Source: an optimization exercise on an open RTL-to-GDS flow (aim: small area). Production flows keep margins and buffers that such runs may drop. RTL that was checked went through simulation tests only; none was proved equivalent to the original. No driver is modelled on the clock port, so clocking that relies on it looks cheaper here than on a real chip. Power and IR drop assume default switching activity.

==> run a <==
Design multiplier, start of the top module:
module multiplier(
  input wire clk,
  input wire rst_n,
  input wire [15:0] a,
  input wire [15:0] b,
  output reg [31:0] res);
Settings: LEC_CHECK=0, CAP_MARGIN=20, CORE_MARGIN=2, CORE_UTILIZATION=40, SLEW_MARGIN=20, SYNTH_HIERARCHICAL=1, SYNTH_MINIMUM_KEEP_SIZE=0; clock period 7.5 ns.
run.sh (not shown) runs the stock make flow with config.mk's settings and CLKGATE_MAP_FILE= SYNTH_SCRIPT=/design/flow/synth_recipe.tcl, a recipe that flattens the netlist after the stock synthesis.
==> run b: changes against run a <==
==> flow/flow/run.sh (new file) <==
#!/bin/bash
# Own layout flow: the standard flow (standard.sh), with
#  - port buffers of the smallest buffer cell (buf_1) instead of the default choice,
#  - the a21oi cells that synthesis upsized put back to a21oi_1 before floorplanning
#    (the resizer upsizes again wherever timing needs it).
set -euo pipefail
here=$(pwd)
export BUFFER_PORTS_ARGS="-buffer_cell sky130_fd_sc_hd__buf_1"
export PRE_FLOORPLAN_TCL="$here/flow/pre_floorplan.tcl"
bash standard.sh > "$here/standard_flow.log" 2>&1
==> flow/flow/pre_floorplan.tcl (new file) <==
# Put cells that synthesis upsized back to their smallest size; the resizer upsizes
# again where timing needs it.
set db [ord::get_db]
set swaps {sky130_fd_sc_hd__a21oi_2 sky130_fd_sc_hd__a21oi_1 sky130_fd_sc_hd__o21ai_2 sky130_fd_sc_hd__o21ai_1}
set n 0
foreach inst [[ord::get_db_block] getInsts] {
  set m [[$inst getMaster] getName]
  if {[dict exists $swaps $m]} {
    $inst swapMaster [$db findMaster [dict get $swaps $m]]
    incr n
  }
}
puts "pre_floorplan: downsized $n cells"
==> flow/standard.sh (new file) <==
#!/bin/bash
# synth_recipe.tcl (not shown) runs the flow's synth.tcl, then flattens the netlist and writes it again
# the make line also repeats each setting of config.mk as NAME=value (left out here)
make -C /OpenROAD-flow-scripts/flow DESIGN_CONFIG=/design/flow/config.mk WORK_HOME=/design/flow/orfs CLKGATE_MAP_FILE= SYNTH_SCRIPT=/design/flow/synth_recipe.tcl "${@:-finish}"
--- a/flow/config.mk
+++ b/flow/config.mk
@@ -7,7 +7,9 @@
 export LEC_CHECK = 0
 export CAP_MARGIN = 20
 export CORE_MARGIN = 2
-export CORE_UTILIZATION = 40
+export CORE_UTILIZATION = 70
+export CTS_BUF_LIST = sky130_fd_sc_hd__clkbuf_4 sky130_fd_sc_hd__clkbuf_8
+export GPL_TIMING_DRIVEN = 0
 export SLEW_MARGIN = 20
 export SYNTH_HIERARCHICAL = 1
 export SYNTH_MINIMUM_KEEP_SIZE = 0
removed: flow/run.sh
==> results.txt <==
	run b	run a
Share of cell area taken by multi-input logic gates	76.3%	71.8%
DRT Wirelength	18,000 um	19,100 um
Worst Max-Slew Pin Slew	0.741 ns	0.790 ns
Detailed-placement wirelength estimate	12,900 um	16,000 um
Met2 track utilization from global routing	60.4%	39.2%
Clock buffer count in the final layout	8	5
Vias/cell	6.05	5.22
Mean routed wirelength per cell	19.9 um	19.1 um
Post-layout power	3520 uW	4030 uW
P_comb	3010 uW	3460 uW
Critical Path Fanout Max	16	11
Status	complete, no violations	complete, no violations
Post_cts resized	5	0
Total GRT Usage	34.9%	22.8%
Effective utilization at floorplan	71.3%	40.7%
Post-route minimum period	7.28 ns	6.98 ns
Hold_ws	1.27 ns	1.29 ns
Switching Fraction	51.9%	50.6%

---

==> job 8483 <==
multiplier, a different RTL version from the one above (not shown whole).
==> flow/design.v (excerpt) <==
module multiplier(
  input wire clk,
  input wire rst_n,
  input wire [15:0] a,
  input wire [15:0] b,
  output reg [31:0] res);
==> flow/config.mk <==
export PLATFORM = sky130hd
export DESIGN_NAME = multiplier
export DESIGN_NICKNAME = multiplier
export VERILOG_FILES = /design/flow/design.v
export SDC_FILE = /design/flow/constraint.sdc
export NUM_CORES = 4
export LEC_CHECK = 0
export CAP_MARGIN = 10
export CORE_MARGIN = 2
export CORE_UTILIZATION = 55
export GPL_TIMING_DRIVEN = 0
export SLEW_MARGIN = 10
export SYNTH_HIERARCHICAL = 1
export SYNTH_MINIMUM_KEEP_SIZE = 0
==> flow/constraint.sdc <==
create_clock -name core_clock -period 7.5 [get_ports {clk}]
set_input_delay 1.5000 -clock core_clock [delete_from_list [all_inputs] [get_ports {clk}]]
set_output_delay 1.5000 -clock core_clock [all_outputs]
set_load 0.01 [all_outputs]
standard.sh (not shown) runs the stock make flow with config.mk's settings and CLKGATE_MAP_FILE= SYNTH_SCRIPT=/design/flow/synth_recipe.tcl, a recipe that flattens the netlist after the stock synthesis.
==> flow/flow/run.sh <==
#!/bin/bash
# Own layout flow: the standard flow (standard.sh), with
#  - port buffers of the smallest buffer cell (buf_1) instead of the default choice,
#  - the cells that synthesis upsized put back to size 1 before floorplanning
#    (the resizer upsizes again wherever timing needs it),
#  - clock tree synthesis with small clock buffers and no dummy loads,
#  - a free site on each side of a222oi cells in detailed placement (pin access).
set -euo pipefail
here=$(pwd)
export BUFFER_PORTS_ARGS="-buffer_cell sky130_fd_sc_hd__buf_1"
export PRE_FLOORPLAN_TCL="$here/flow/pre_floorplan.tcl"
export PRE_DETAIL_PLACE_TCL="$here/flow/pad.tcl"
export PRE_CTS_TCL="$here/flow/pad.tcl"
export PRE_GLOBAL_ROUTE_TCL="$here/flow/pad.tcl"
export CTS_ARGS="-sink_clustering_enable -repair_clock_nets -dont_use_dummy_load -buf_list sky130_fd_sc_hd__clkbuf_4 -root_buf sky130_fd_sc_hd__clkbuf_4 -sink_clustering_size 8 -sink_clustering_max_diameter 60"
bash standard.sh > "$here/standard_flow.log" 2>&1
==> flow/flow/pad.tcl <==
# Keep a free site on each side of the six-input a222oi cells in detailed placement:
# their input pins sit in one dense row and need room for the router to reach them.
set_placement_padding -masters [get_lib_cells sky130_fd_sc_hd__a222oi_1] -left 1 -right 1
==> flow/flow/pre_floorplan.tcl <==
# Put cells that synthesis upsized back to their smallest size; the resizer upsizes
# again where timing or slew needs it.
set db [ord::get_db]
set swaps {
  sky130_fd_sc_hd__a21oi_2 sky130_fd_sc_hd__a21oi_1
  sky130_fd_sc_hd__o21ai_2 sky130_fd_sc_hd__o21ai_1
  sky130_fd_sc_hd__nor2b_2 sky130_fd_sc_hd__nor2b_1
  sky130_fd_sc_hd__nor2b_4 sky130_fd_sc_hd__nor2b_1
  sky130_fd_sc_hd__a22oi_2 sky130_fd_sc_hd__a22oi_1
  sky130_fd_sc_hd__a222oi_2 sky130_fd_sc_hd__a222oi_1
}
set n 0
foreach inst [[ord::get_db_block] getInsts] {
  set m [[$inst getMaster] getName]
  if {[dict exists $swaps $m]} {
    $inst swapMaster [$db findMaster [dict get $swaps $m]]
    incr n
  }
}
puts "pre_floorplan: downsized $n cells"
==> job 9586 (differences from job 8483) <==
==> flow/flow/run.sh (replaced) <==
#!/bin/bash
# Own layout flow: the standard flow (standard.sh), with
#  - port buffers of the smallest buffer cell (buf_1) instead of the default choice,
#  - the a21oi/o21ai cells that synthesis upsized put back to size 1 before floorplanning
#    (the resizer upsizes again wherever timing needs it),
#  - clock tree synthesis with small clock buffers and no dummy loads.
set -euo pipefail
here=$(pwd)
export BUFFER_PORTS_ARGS="-buffer_cell sky130_fd_sc_hd__buf_1"
export PRE_FLOORPLAN_TCL="$here/flow/pre_floorplan.tcl"
export CTS_ARGS="-sink_clustering_enable -repair_clock_nets -dont_use_dummy_load -buf_list sky130_fd_sc_hd__clkbuf_4 -root_buf sky130_fd_sc_hd__clkbuf_4 -sink_clustering_size 8 -sink_clustering_max_diameter 60"
bash standard.sh > "$here/standard_flow.log" 2>&1
--- a/flow/config.mk
+++ b/flow/config.mk
@@ -8,4 +8,6 @@
 export CAP_MARGIN = 10
+export CELL_PAD_IN_SITES_DETAIL_PLACEMENT = 1
+export CELL_PAD_IN_SITES_GLOBAL_PLACEMENT = 1
 export CORE_MARGIN = 2
-export CORE_UTILIZATION = 55
+export CORE_UTILIZATION = 65
 export GPL_TIMING_DRIVEN = 0
removed: flow/flow/pad.tcl
==> results.txt <==
Job 8483 never finished: it broke off in detailed placement (DPL-0039). Job 9586 did not get past clock tree synthesis on DPL-0033.
In synthesized cell count, job 9586 and job 8483 do not differ.
==> figures <==
metric                                                                      job 8483                   job 9586
Count of input and output buffers                                                 65                         65
Die Height                                                               104 microns               96.2 microns
Final weighted congestion in routability-driven placement                      0.936                      0.980
Status                                                     aborted with a tool error  aborted with a tool error
Last stage reached                                                detailed placement       clock tree synthesis
Initial core utilization                                                       0.566                      0.673
Ports placed on the boundary                                                      66                         66
Standard-cell rows                                                                36                         33
Overall die width                                                        104 microns               96.2 microns
Post-Syn Instances                                                               524                        524
Number of warning messages in the yosys log                                        7                          7
Number of nets in the synthesized netlist                                        655                        655
No run of this note included a check of the RTL's function; only the layout flow was run.

[static timing again, ports no longer ideal]
Ports are ideal in the flow. The routed layouts listed here were re-timed in OpenROAD.
Step 1, drivers: a clkbuf_16 drives clk and a buf_2 each remaining input, both assumed.
Step 2 adds t to the input delays and takes it off the output delays; t is the mean of the earliest and latest rising clock arrival at the registers after step 1. Input paths then give back, and output paths get back, about the clock's delay inside the block.
Slacks: no drivers / after step 1 / after step 2; pairs: no drivers / after step 1.
| run | t, ns | setup slack, ns | worst slew at a driven data input, ns | pins driven straight from the clock port |
|---|---|---|---|---|
| run a | 0.337 | 0.519 / 0.534 / 0.197 | 0.04 | 1 |
| run b | 0.336 | 0.221 / 0.240 / -0.095 | 0.05 | 1 |
With both steps, setup timing fails in run b, where it was met with ideal ports. For run a, which loses most, drivers alone change the setup slack by +0.015 ns; drivers and shift together by -0.322 ns.
